What follows belongs to an exercise in optimizing a design on an open flow for a short achievable clock period and few clock cycles; a production flow would make more cautious choices.
Function was checked by simulation only, so behaviour that the tests miss may differ from the original.
Power is estimated from default activity; no workload was simulated.

$ cat design.v
module ALU
 ( input      [31:0] s1, s2
  , input      [2:0]  op
  , input             sub
  , output reg [31:0] out
 );
    wire lt  = $signed(s1) < $signed(s2);
    wire ltu = s1 < s2;
    wire [4:0] shamt = s2[4:0];
    always @* begin
        case (op)
        3'b000: out = sub ? s1 - s2 : s1 + s2;
        3'b001: out = s1 << shamt;
        3'b101: out = s1 >> shamt;       
        3'b010: out = {31'b0, lt};
        3'b011: out = {31'b0, ltu};
        3'b100: out = s1 ^ s2;
        3'b110: out = s1 | s2;
        default: out = s1 & s2;
        endcase
    end
endmodule
module CSRs
 ( input             clk, rstl
  , input      [11:0] csr_addr
  , input             csr_w         
  , input             trap          
  , input             exc_ecall
  , input      [31:0] pc_now
  , input      [31:0] csr_din
  , output reg [31:0] csr_dout
  , output     [31:0] trap_vec      
  , output     [31:0] mepc_out
 );
    localparam
      MSTATUS  = 12'h300
    , MISA     = 12'h301
    , MIE      = 12'h304
    , MTVEC    = 12'h305
    , MSCRATCH = 12'h340
    , MEPC     = 12'h341
    , MCAUSE   = 12'h342
    , MTVAL    = 12'h343
    , MIP      = 12'h344;
    reg        mstatus_mie;
    reg        mie_meie, mie_mtie, mie_msie;
    reg        mip_meip, mip_mtip, mip_msip;
    reg [31:2] mtvec_base;
    reg [1:0]  mtvec_mode;
    reg [31:0] mscratch, mepc, mtval;
    reg [30:0] mcause_code;
    reg        mcause_interr;
    assign trap_vec = {mtvec_base, 2'b00};
    assign mepc_out = mepc;
    wire mcause_ok =
        ( csr_din[31] && csr_din[30:0] != 2 && csr_din[30:0] != 6 &&
          csr_din[30:0] != 10 && csr_din[30:0] <= 11)
     || (!csr_din[31] && csr_din[30:0] != 10 && csr_din[30:0] != 14 &&
          csr_din[30:0] <= 15);
    always @(posedge clk or negedge rstl) begin
        if (!rstl) begin
            mcause_interr <= 1'b0;
            mcause_code   <= 31'b0;
            mstatus_mie   <= 1'b0;
        end else if (trap) begin
            mcause_interr <= 1'b0;
            if (exc_ecall | mip_meip) mcause_code <= 31'd11;
            else if (mip_mtip)        mcause_code <= 31'd7;
            else                      mcause_code <= 31'd3;
        end else if (csr_w) begin
            if (csr_addr == MSTATUS) mstatus_mie <= csr_din[3];
            if (csr_addr == MCAUSE && mcause_ok) begin
                mcause_interr <= csr_din[31];
                mcause_code   <= csr_din[30:0];
            end
        end
    end
    always @(posedge clk) begin
        if (trap)
            mepc <= pc_now;
        else if (csr_w) begin
            case (csr_addr)
            MTVEC: begin
                mtvec_base <= csr_din[31:2];
                mtvec_mode <= csr_din[1:0] <= 2'd1 ? csr_din[1:0] : 2'd0;
            end
            MSCRATCH: mscratch <= csr_din;
            MEPC:     mepc <= {csr_din[31:1], 1'b0};
            MIE: begin
                mie_msie <= csr_din[3];
                mie_mtie <= csr_din[7];
                mie_meie <= csr_din[11];
            end
            MIP: begin
                mip_msip <= csr_din[3];
                mip_mtip <= csr_din[7];
                mip_meip <= csr_din[11];
            end
            MTVAL:    mtval <= csr_din;
            default: ;
            endcase
        end
    end
    always @* begin
        case (csr_addr)
        MSTATUS:  csr_dout = {19'b0, 2'b11, 7'b0, mstatus_mie, 3'b0};
        MISA:     csr_dout = 32'h40000100;
        MIE:      csr_dout = {20'b0, mie_meie, 3'b0, mie_mtie, 3'b0, mie_msie, 3'b0};
        MTVEC:    csr_dout = {mtvec_base, mtvec_mode};
        MSCRATCH: csr_dout = mscratch;
        MEPC:     csr_dout = mepc;
        MCAUSE:   csr_dout = {mcause_interr, mcause_code};
        MTVAL:    csr_dout = mtval;
        MIP:      csr_dout = {20'b0, mip_meip, 3'b0, mip_mtip, 3'b0, mip_msip, 3'b0};
        default:  csr_dout = 32'b0;
        endcase
    end
endmodule
module CtrlUnit
 ( input  [31:0] inst
  , output [4:0]  rs1, rs2, rd
  , output [2:0]  fn3
  , output        uses_rs1, uses_rs2
  , output        rd_w           
  , output        use_imm        
  , output [2:0]  alu_op
  , output        alu_sub
  , output [31:0] imm            
  , output [31:0] tgt_imm        
  , output        use_k          
  , output        k_lui, k_auipc
  , output        is_branch, is_jal, is_jalr, is_load, is_store
  , output        is_ecall, is_ebreak, is_mret
  , output        is_csr, csr_w, csr_set, csr_clr, csr_zimm
 );
    wire [6:0] opcode = inst[6:0];
    assign fn3 = inst[14:12];
    wire [6:0]  fn7  = inst[31:25];
    wire [11:0] fn12 = inst[31:20];
    assign rd  = inst[11:7];
    assign rs1 = inst[19:15];
    assign rs2 = inst[24:20];
    wire op_lui    = opcode == 7'b0110111;
    wire op_auipc  = opcode == 7'b0010111;
    wire op_opimm  = opcode == 7'b0010011;
    wire op_op     = opcode == 7'b0110011;
    wire op_jal    = opcode == 7'b1101111;
    wire op_jalr   = opcode == 7'b1100111;
    wire op_branch = opcode == 7'b1100011;
    wire op_load   = opcode == 7'b0000011;
    wire op_store  = opcode == 7'b0100011;
    wire op_system = opcode == 7'b1110011;
    wire sign = inst[31];
    wire [31:0] i_imm = {{21{sign}}, inst[30:20]};
    wire [31:0] s_imm = {{21{sign}}, inst[30:25], inst[11:7]};
    wire [31:0] u_imm = {sign, inst[30:12], 12'b0};
    wire [31:0] b_imm = {{20{sign}}, inst[7], inst[30:25], inst[11:8], 1'b0};
    wire [31:0] j_imm = {{12{sign}}, inst[19:12], inst[20], inst[30:21], 1'b0};
    assign is_jalr   = op_jalr && fn3 == 3'b000;
    assign is_jal    = op_jal || (op_jalr && fn3 != 3'b000);
    assign is_branch = op_branch;
    assign is_load   = op_load;
    assign is_store  = op_store;
    wire is_priv = op_system && rs1 == 0 && fn3 == 0 && rd == 0;
    assign is_ecall  = is_priv && fn12 == 12'h000;
    assign is_ebreak = is_priv && fn12 == 12'h001;
    assign is_mret   = is_priv && fn12 == 12'h302;
    assign is_csr   = op_system && fn3 != 3'b000;
    assign csr_zimm = fn3[2];
    assign csr_w    = is_csr && fn3[1:0] == 2'b01;
    assign csr_set  = is_csr && fn3[1:0] == 2'b10;
    assign csr_clr  = is_csr && fn3[1:0] == 2'b11;
    assign rd_w = (op_op | op_jalr | op_load | op_opimm | op_lui | op_auipc | op_jal | is_csr)
                  && rd != 5'd0;
    assign uses_rs1 = !(op_lui | op_auipc | op_jal) && !(op_system && fn3[2]);
    assign uses_rs2 = op_op | op_store | op_branch;
    assign use_imm = op_opimm | op_load | op_store | op_jalr;
    assign alu_op  = (op_jal | op_jalr | op_load | op_store) ? 3'b000 : fn3;
    assign alu_sub = op_op && fn3 == 3'b000 && fn7 == 7'b0100000;
    assign imm     = op_store ? s_imm : op_lui ? u_imm : i_imm;
    assign tgt_imm = op_branch ? b_imm : op_auipc ? u_imm : j_imm;
    assign k_lui   = op_lui;
    assign k_auipc = op_auipc;
    assign use_k   = op_lui | op_auipc | op_jal | op_jalr;
endmodule
module IFU
 ( input      [31:0] pc4, tgt, jalr_tgt, trap_vec, mret_tgt
  , input             is_branch, taken, is_jal, is_jalr, is_trap, is_mret
  , output     [31:0] pc_next
 );
    assign pc_next = is_trap  ? trap_vec
                   : is_mret  ? mret_tgt
                   : is_jalr  ? jalr_tgt
                   : (is_jal || (is_branch && taken)) ? tgt
                   : pc4;
endmodule
module LSU
 ( input  [2:0]  fn3
  , input  [31:0] mem_dout
  , output reg [3:0]  rmask, wmask
  , output reg [31:0] load_data
 );
    always @* begin
        casez (fn3)
        3'b?00:  rmask = 4'b0001;
        3'b?01:  rmask = 4'b0011;
        3'b010:  rmask = 4'b1111;
        default: rmask = 4'b0000;
        endcase
        case (fn3)
        3'b000:  wmask = 4'b0001;
        3'b001:  wmask = 4'b0011;
        3'b010:  wmask = 4'b1111;
        default: wmask = 4'b0000;
        endcase
        case (fn3)
        3'b000:  load_data = {{24{mem_dout[7]}},  mem_dout[7:0]};
        3'b001:  load_data = {{16{mem_dout[15]}}, mem_dout[15:0]};
        3'b010:  load_data = mem_dout;
        3'b100:  load_data = {24'b0, mem_dout[7:0]};
        3'b101:  load_data = {16'b0, mem_dout[15:0]};
        default: load_data = 32'b0;
        endcase
    end
endmodule
module RegFile
 ( input clk, we
  , input [4:0] rd, rs1, rs2
  , input [31:0] rd_in
  , output [31:0] rs1_out, rs2_out
 );
    reg [31:0] rf [31:1];
    assign rs1_out = rs1 != 0 ? rf[rs1] : 32'b0;
    assign rs2_out = rs2 != 0 ? rf[rs2] : 32'b0;
    always @(posedge clk)
        if (we && rd != 0)
            rf[rd] <= rd_in;
endmodule
module CPU
 #( parameter XLEN = 32
 )( input clk, rstl
  , input  [XLEN-1:0] rom_data, mem_dout
  , output [XLEN-1:0] rom_addr, mem_din, mem_addr
  , output [XLEN/8-1:0] mem_r, mem_w
 );
    reg  [31:0] pc, pc4;
    wire [31:0] inst = rom_data;
    wire [4:0]  rs1, rs2, rd;
    wire [2:0]  fn3, alu_op;
    wire        uses1, uses2, rd_w, use_imm, alu_sub, use_k, k_lui, k_auipc;
    wire        is_br, is_jal, is_jalr, is_load, is_store, is_ecall, is_ebreak, is_mret;
    wire        is_csr, csr_w, csr_set, csr_clr, csr_zimm;
    wire [31:0] imm, timm;
    CtrlUnit cu
      (.inst(inst), .rs1(rs1), .rs2(rs2), .rd(rd), .fn3(fn3),
       .uses_rs1(uses1), .uses_rs2(uses2), .rd_w(rd_w),
       .use_imm(use_imm), .alu_op(alu_op), .alu_sub(alu_sub),
       .imm(imm), .tgt_imm(timm), .use_k(use_k),
       .k_lui(k_lui), .k_auipc(k_auipc),
       .is_branch(is_br), .is_jal(is_jal), .is_jalr(is_jalr),
       .is_load(is_load), .is_store(is_store),
       .is_ecall(is_ecall), .is_ebreak(is_ebreak), .is_mret(is_mret),
       .is_csr(is_csr), .csr_w(csr_w), .csr_set(csr_set),
       .csr_clr(csr_clr), .csr_zimm(csr_zimm));
    wire [31:0] op1, op2r, rd_in;
    RegFile regs
      (.clk(clk), .we(rstl && rd_w), .rd(rd), .rs1(rs1), .rs2(rs2),
       .rd_in(rd_in), .rs1_out(op1), .rs2_out(op2r));
    wire [31:0] op2 = use_imm ? imm : op2r;
    wire [31:0] alu_out;
    ALU alu (.s1(op1), .s2(op2), .op(alu_op), .sub(alu_sub), .out(alu_out));
    wire eq  = op1 == op2r;
    wire lt  = $signed(op1) < $signed(op2r);
    wire ltu = op1 < op2r;
    reg  taken;
    always @* begin
        case (fn3)
        3'b000:  taken = eq;
        3'b001:  taken = !eq;
        3'b100:  taken = lt;
        3'b101:  taken = !lt;
        3'b110:  taken = ltu;
        3'b111:  taken = !ltu;
        default: taken = 1'b0;
        endcase
    end
    wire [31:0] addr_sum = op1 + imm;
    wire [31:0] tgt      = pc + timm;
    wire        is_trap  = is_ecall | is_ebreak;
    wire [31:0] csr_din = csr_zimm ? {27'b0, rs1} : op1;
    wire [31:0] csr_dout, trap_vec, mepc;
    CSRs csr
      (.clk(clk), .rstl(rstl), .csr_addr(inst[31:20]),
       .csr_w(rstl && csr_w), .trap(rstl && is_trap), .exc_ecall(is_ecall),
       .pc_now(pc), .csr_din(csr_din), .csr_dout(csr_dout),
       .trap_vec(trap_vec), .mepc_out(mepc));
    wire [31:0] csr_res = csr_set ? (csr_dout | csr_din)
                        : csr_clr ? (csr_dout & ~csr_din) : csr_dout;
    wire [3:0]  rmask, wmask;
    wire [31:0] ld_data;
    LSU lsu (.fn3(fn3), .mem_dout(mem_dout), .rmask(rmask), .wmask(wmask),
             .load_data(ld_data));
    wire [31:0] kres = k_lui ? imm : k_auipc ? tgt : pc4;
    assign rd_in = use_k ? kres : is_load ? ld_data : is_csr ? csr_res : alu_out;
    wire [31:0] pc_next;
    IFU ifu
      (.pc4(pc4), .tgt(tgt), .jalr_tgt(addr_sum), .trap_vec(trap_vec),
       .mret_tgt(mepc + 32'd4),
       .is_branch(is_br), .taken(taken), .is_jal(is_jal), .is_jalr(is_jalr),
       .is_trap(is_trap), .is_mret(is_mret), .pc_next(pc_next));
    assign rom_addr = rstl ? pc_next : 32'b0;
    assign mem_addr = addr_sum;
    assign mem_din  = op2r;
    assign mem_w    = (rstl && is_store) ? wmask : 4'b0;
    assign mem_r    = is_load ? rmask : 4'b0;
    always @(posedge clk or negedge rstl) begin
        if (!rstl) begin
            pc  <= 32'b0;
            pc4 <= 32'd4;
        end else begin
            pc  <= pc_next;
            pc4 <= pc_next + 32'd4;
        end
    end
endmodule
$ cat run.sh
#!/bin/bash
# synth_recipe.tcl (not shown) runs the flow's synth.tcl, then flattens the netlist and writes it again
# the make line also repeats each setting of config.mk as NAME=value (left out here)
make -C /OpenROAD-flow-scripts/flow DESIGN_CONFIG=/design/flow/config.mk WORK_HOME=/design/flow/orfs CLKGATE_MAP_FILE= SYNTH_SCRIPT=/design/flow/synth_recipe.tcl finish
$ cat config.mk
export PLATFORM = sky130hd
export DESIGN_NAME = CPU
export DESIGN_NICKNAME = CPU
export VERILOG_FILES = /design/flow/design.v
export SDC_FILE = /design/flow/constraint.sdc
export NUM_CORES = 4
export LEC_CHECK = 0
export ABC_CLOCK_PERIOD_IN_PS = 2500
export CAP_MARGIN = 40
export CORE_MARGIN = 2
export CORE_UTILIZATION = 40
export PLACE_DENSITY = 0.6
export SETUP_SLACK_MARGIN = 5
export SLEW_MARGIN = 40
$ cat constraint.sdc
create_clock -name core_clock -period 12.0 [get_ports {clk}]
set_input_delay 2.4000 -clock core_clock [delete_from_list [all_inputs] [get_ports {clk}]]
set_output_delay 2.4000 -clock core_clock [all_outputs]
set_load 0.01 [all_outputs]
==> summary.txt <==
==> sequential cells by signal, indices dropped and copies added (netlist names) <==
register,flops
csr.mcause_code,31
csr.mcause_interr,1
csr.mepc,32
csr.mie_meie,1
csr.mie_msie,1
csr.mie_mtie,1
csr.mip_meip,1
csr.mip_msip,1
csr.mip_mtip,1
csr.mscratch,32
csr.mstatus_mie,1
csr.mtval,32
csr.mtvec_base,30
csr.mtvec_mode,2
pc,30
pc4,32
regs.rf,992
==> cells in the mapped netlist (66+ instances only) <==
| cell type | instances |
|---|---|
| nand2_1 | 411 |
| mux2i_1 | 217 |
| nand3_1 | 112 |
| o221ai_1 | 66 |
| mux2_2 | 90 |
| mux4_2 | 433 |
| buf_2 | 71 |
| ha_1 | 192 |
| o21ai_0 | 301 |
| xnor2_1 | 89 |
| and2_1 | 77 |
| edfxtp_1 | 1126 |
| nor2_1 | 400 |
| a21oi_1 | 437 |
| a21o_1 | 96 |
| clkbuf_1 | 230 |
| nor3_1 | 96 |
| inv_1 | 169 |
| dfrtp_1 | 94 |
==> per-stage QoR <==
step	hold WS, ns	instance area [um^2]	power [mW]
CTS	0.473	94700	14.6
detailed placement	0.460	79300	9.24
floorplan	0.438	73600	7.26
global route	0.495	98900	15.7
global placement	0.461	78800	9.22
finish	0.471	98900	15.4
==> repair_timing <==
| item | in CTS | in global routing |
|---|---|---|
| endpoints found under the setup margin | 1156 | 1119 |
| gates resized for setup | 1368 | 481 |
| pin swaps | 256 | 227 |
| buffers inserted | 491 | 169 |
| cloned | 74 | 31 |
==> layer usage <==
metal / vias to the layer above / track usage / share of wire
li1: 24900 / - / -
met1: 32500 / 0.508 / 0.35
met2: 5078 / 0.615 / 0.43
met3: 1393 / 0.106 / 0.12
met4: 4 / 0.321 / 0.10
met5: - / 0 / 0.000071
==> path summary, 6_finish.rpt <==
kind                                     from                 end  slack [ns]
max in group asynchronous                rstl              pc4[5]        9.22
hold reg to reg            csr.mcause_code[3]  csr.mcause_code[3]        0.47
setup / recovery                 rom_data[15]         rom_addr[1]        2.23
min in group asynchronous                rstl  csr.mcause_code[1]        1.58
hold / removal             csr.mcause_code[3]  csr.mcause_code[3]        0.47
setup reg to reg              regs.rf[31][15]             pc4[31]        4.20
==> critical path: stages <==
cell and delay (ns):
buf_16 0.12, buf_16 0.18, buf_16 0.18, mux4_2 0.50, and2_1 0.21, o22ai_1 0.31, a21oi_4 0.15, buf_6 0.15
buf_6 0.11, ha_4 0.25, nand4_1 0.20, nor4_4 0.37, a21boi_4 0.29, o31ai_4 0.08, a221o_2 0.42, buf_12 0.15
nor2_4 0.22, buf_6 0.14, mux2i_1 0.16, nor2_1 0.06, a21oi_1 0.16, nor2_1 0.08, a21oi_2 0.19, nor3_2 0.05
buf_2 0.17
==> power groups by stage <==
| stage | registers (mW) | clock network (mW) | logic, mW |
|---|---|---|---|
| floorplan | 5.09 | 0 | 2.17 |
| global placement | 5.28 | 0 | 3.93 |
| detailed placement | 5.27 | 0 | 3.97 |
| CTS | 5.18 | 4.17 | 5.21 |
| global route | 5.18 | 4.33 | 6.15 |
| finish | 5.21 | 4.15 | 6.06 |
==> cells by family (layout without fill, tap and decap cells) <==
| group | Yosys count | in the layout |
|---|---|---|
| multiplexers | 740 | 740 |
| buffers and inverters | 573 | 1670 |
| flip-flops | 1221 | 1221 |
| AO/OA/AOI/OAI | 1540 | 1554 |
| AND/OR/NAND/NOR | 1366 | 1367 |
| XOR/XNOR | 130 | 130 |
| other | 1 | 7 |
| adder cells (fa/ha/maj) | 196 | 196 |
==> layout make-up <==
cell class / instances / area share
flip-flops and latches: 1221 / 0.366
clock buffers: 164 / 0.0357
clock inverters: 80 / 0.00855
well taps: 2355 / 0.0298
repair inverters: 1 / 0.0000886
inverters: 176 / 0.00820
multi-input cells: 3988 / 0.399
diodes: 6 / 0.000152
repair buffers: 1249 / 0.152
==> impl_metrics.tcl <==
set metrics [dict create \
    outcome "finished clean" \
    antenna_found_initial 12 \
    drc 0 \
    worst_slack_ns 2.23 \
    final-seq-area_um2 36200 \
    synth_area_leader_cell "edfxtp_1" \
    drv_slew 0 \
    synth_top_family_by_area "multiplexers" \
    coreArea_um2 178000 \
    io_pins 170 \
    yosys_warnings 5 \
    synthMuxAreaShare 0.180 \
    p_per_area_nw_per_um2 156 \
    synthSimpleGateAreaFrac 0.0909 \
    gp_congestion 1.06 \
    seq_power_share 0.338 \
    grt_pass1_wl_mm 516 \
    synth_seq_cells 1221 \
    synth.top_cell.area_share 0.470 \
    multi_input_area_um2 39500 \
    swShare 0.368 \
    path_class "primary input to primary output" \
    clk_latency_ns 0.83 \
    combinationalPowerShare 0.393 \
    ys_async_sr_fraction 0.0778 \
    layout_min_cycle_time_ns 9.77 \
    critPathCaptureType "primary output" \
    wirelength_mm 393 \
    rows 155 \
    drt_iter0_drc 9886 \
    synth.yosys.seq_area_share 0.503 \
    finalSetupViolations 0 \
    clock_skew_ns 0.0545 \
    reg2regPathDepth 45 \
    synth_area_um2 71900 \
    clkPwrFrac 0.269 \
    cts_max_level 4 \
    ant_nets 0 \
    synth_area_leaders "edfxtp_1 47%, mux4_2 14%, ha_1 3.3%" \
    synthXorXnorAreaFrac 0.0158 \
    drt-vias-per-instance 6.91 \
    final_common_cell "edfxtp_1" \
    cap_violations 0 \
    cts_buffers 134 \
    cts.clk_slew.worst_paths_ns 0.06 \
    die_area_um2 183000 \
    drive_gt1_frac 0.408 \
    peakVddDrop_mv 0.138 \
    cp_data_arrival_time_ns 7.37 \
    routedWlPerCell_um 42.5 \
    switchingPower_mw 5.67 \
    final_cells 9240 \
    cts_max_path_buffers 3 \
    syn_inst 5767 \
    area_delta_synth_final_pct 37.6 \
    holdCritPathClass "register to register" \
    hpwlAfterDp_mm 251 \
    syn_area_per_cell_um2 12.5 \
    fin_util 0.554 \
    rsz0062_at_grt "yes" \
    most-common-layout-cells "1126 x edfxtp_1, 521 x buf_4, 433 x mux4_2" \
    cts-root-buf "clkbuf_16" \
    synth_edf_count 1126 \
    required_ns 9.60 \
    worstMarginPinSlew_ns 1.06 \
    grt_usage 0.411 \
    initial_core_util 0.403 \
    intPower_mw 9.76 \
    totalNegativeSetupSlack_ns 0 \
    hold_viol 0 \
    dr_total_vias 63900 \
    min_period_over_period 0.814 \
    relSlewSlack 0.288 \
    synth_adder_area_share 0.0345 \
    grt_overflow 0 \
    die_h_um 428 \
    p_leak_nw 36.1 \
    cts_tree "built" \
    synth_nets 6029 \
    ys_types 111 \
    clock.fmax_ghz 0.102 \
    dpl.cell_count 8223 \
    firstDrtPassIters 8 \
    grt_max_degree 67 \
    clkSinkCount 1221 \
    startpoint_type "primary input" \
    cts_hold_buffers 0 \
    nFillCells 14500 \
    hold_depth 2 \
    grt_pass1_vias 60300 \
    post-place-ws_ns 0.777 \
    final_nets 7033 \
    path_max_fanout 7 \
    synth_compound_area_frac 0.141 \
    synth_ff_type "edfxtp_1" \
    die_w_um 428 \
    portBuffers 169 \
]
Testbench counts, summed over its fixed seeds: cycles 59,060.

afterwards: timing with drivers on the ports:
The results above use ideal ports. As a check the final layout listed here was re-extracted and re-timed, cells and wires unchanged. Step 1, drivers: a clkbuf_16 drives clk and a buf_2 each remaining input, both assumed. Step 2 times the ports against the registers' clock, not the clock port: input delays grow and output delays shrink by t, the midpoint of the rising clock arrivals with the driver on. Slacks: no drivers / after step 1 / after step 2; pairs: no drivers / after step 1.
t, ns: 0.897
setup slack, ns: 2.233 / 1.720 / 1.086
latest minus earliest clock arrival (ns): 0.055 / 0.055
worst data-port slew with drivers (ns): 0.71
cell pins on the clock port's net: 1
After both steps setup and hold are still met in this run. For this run, drivers alone change the setup slack by -0.513 ns; drivers and shift together by -1.147 ns.
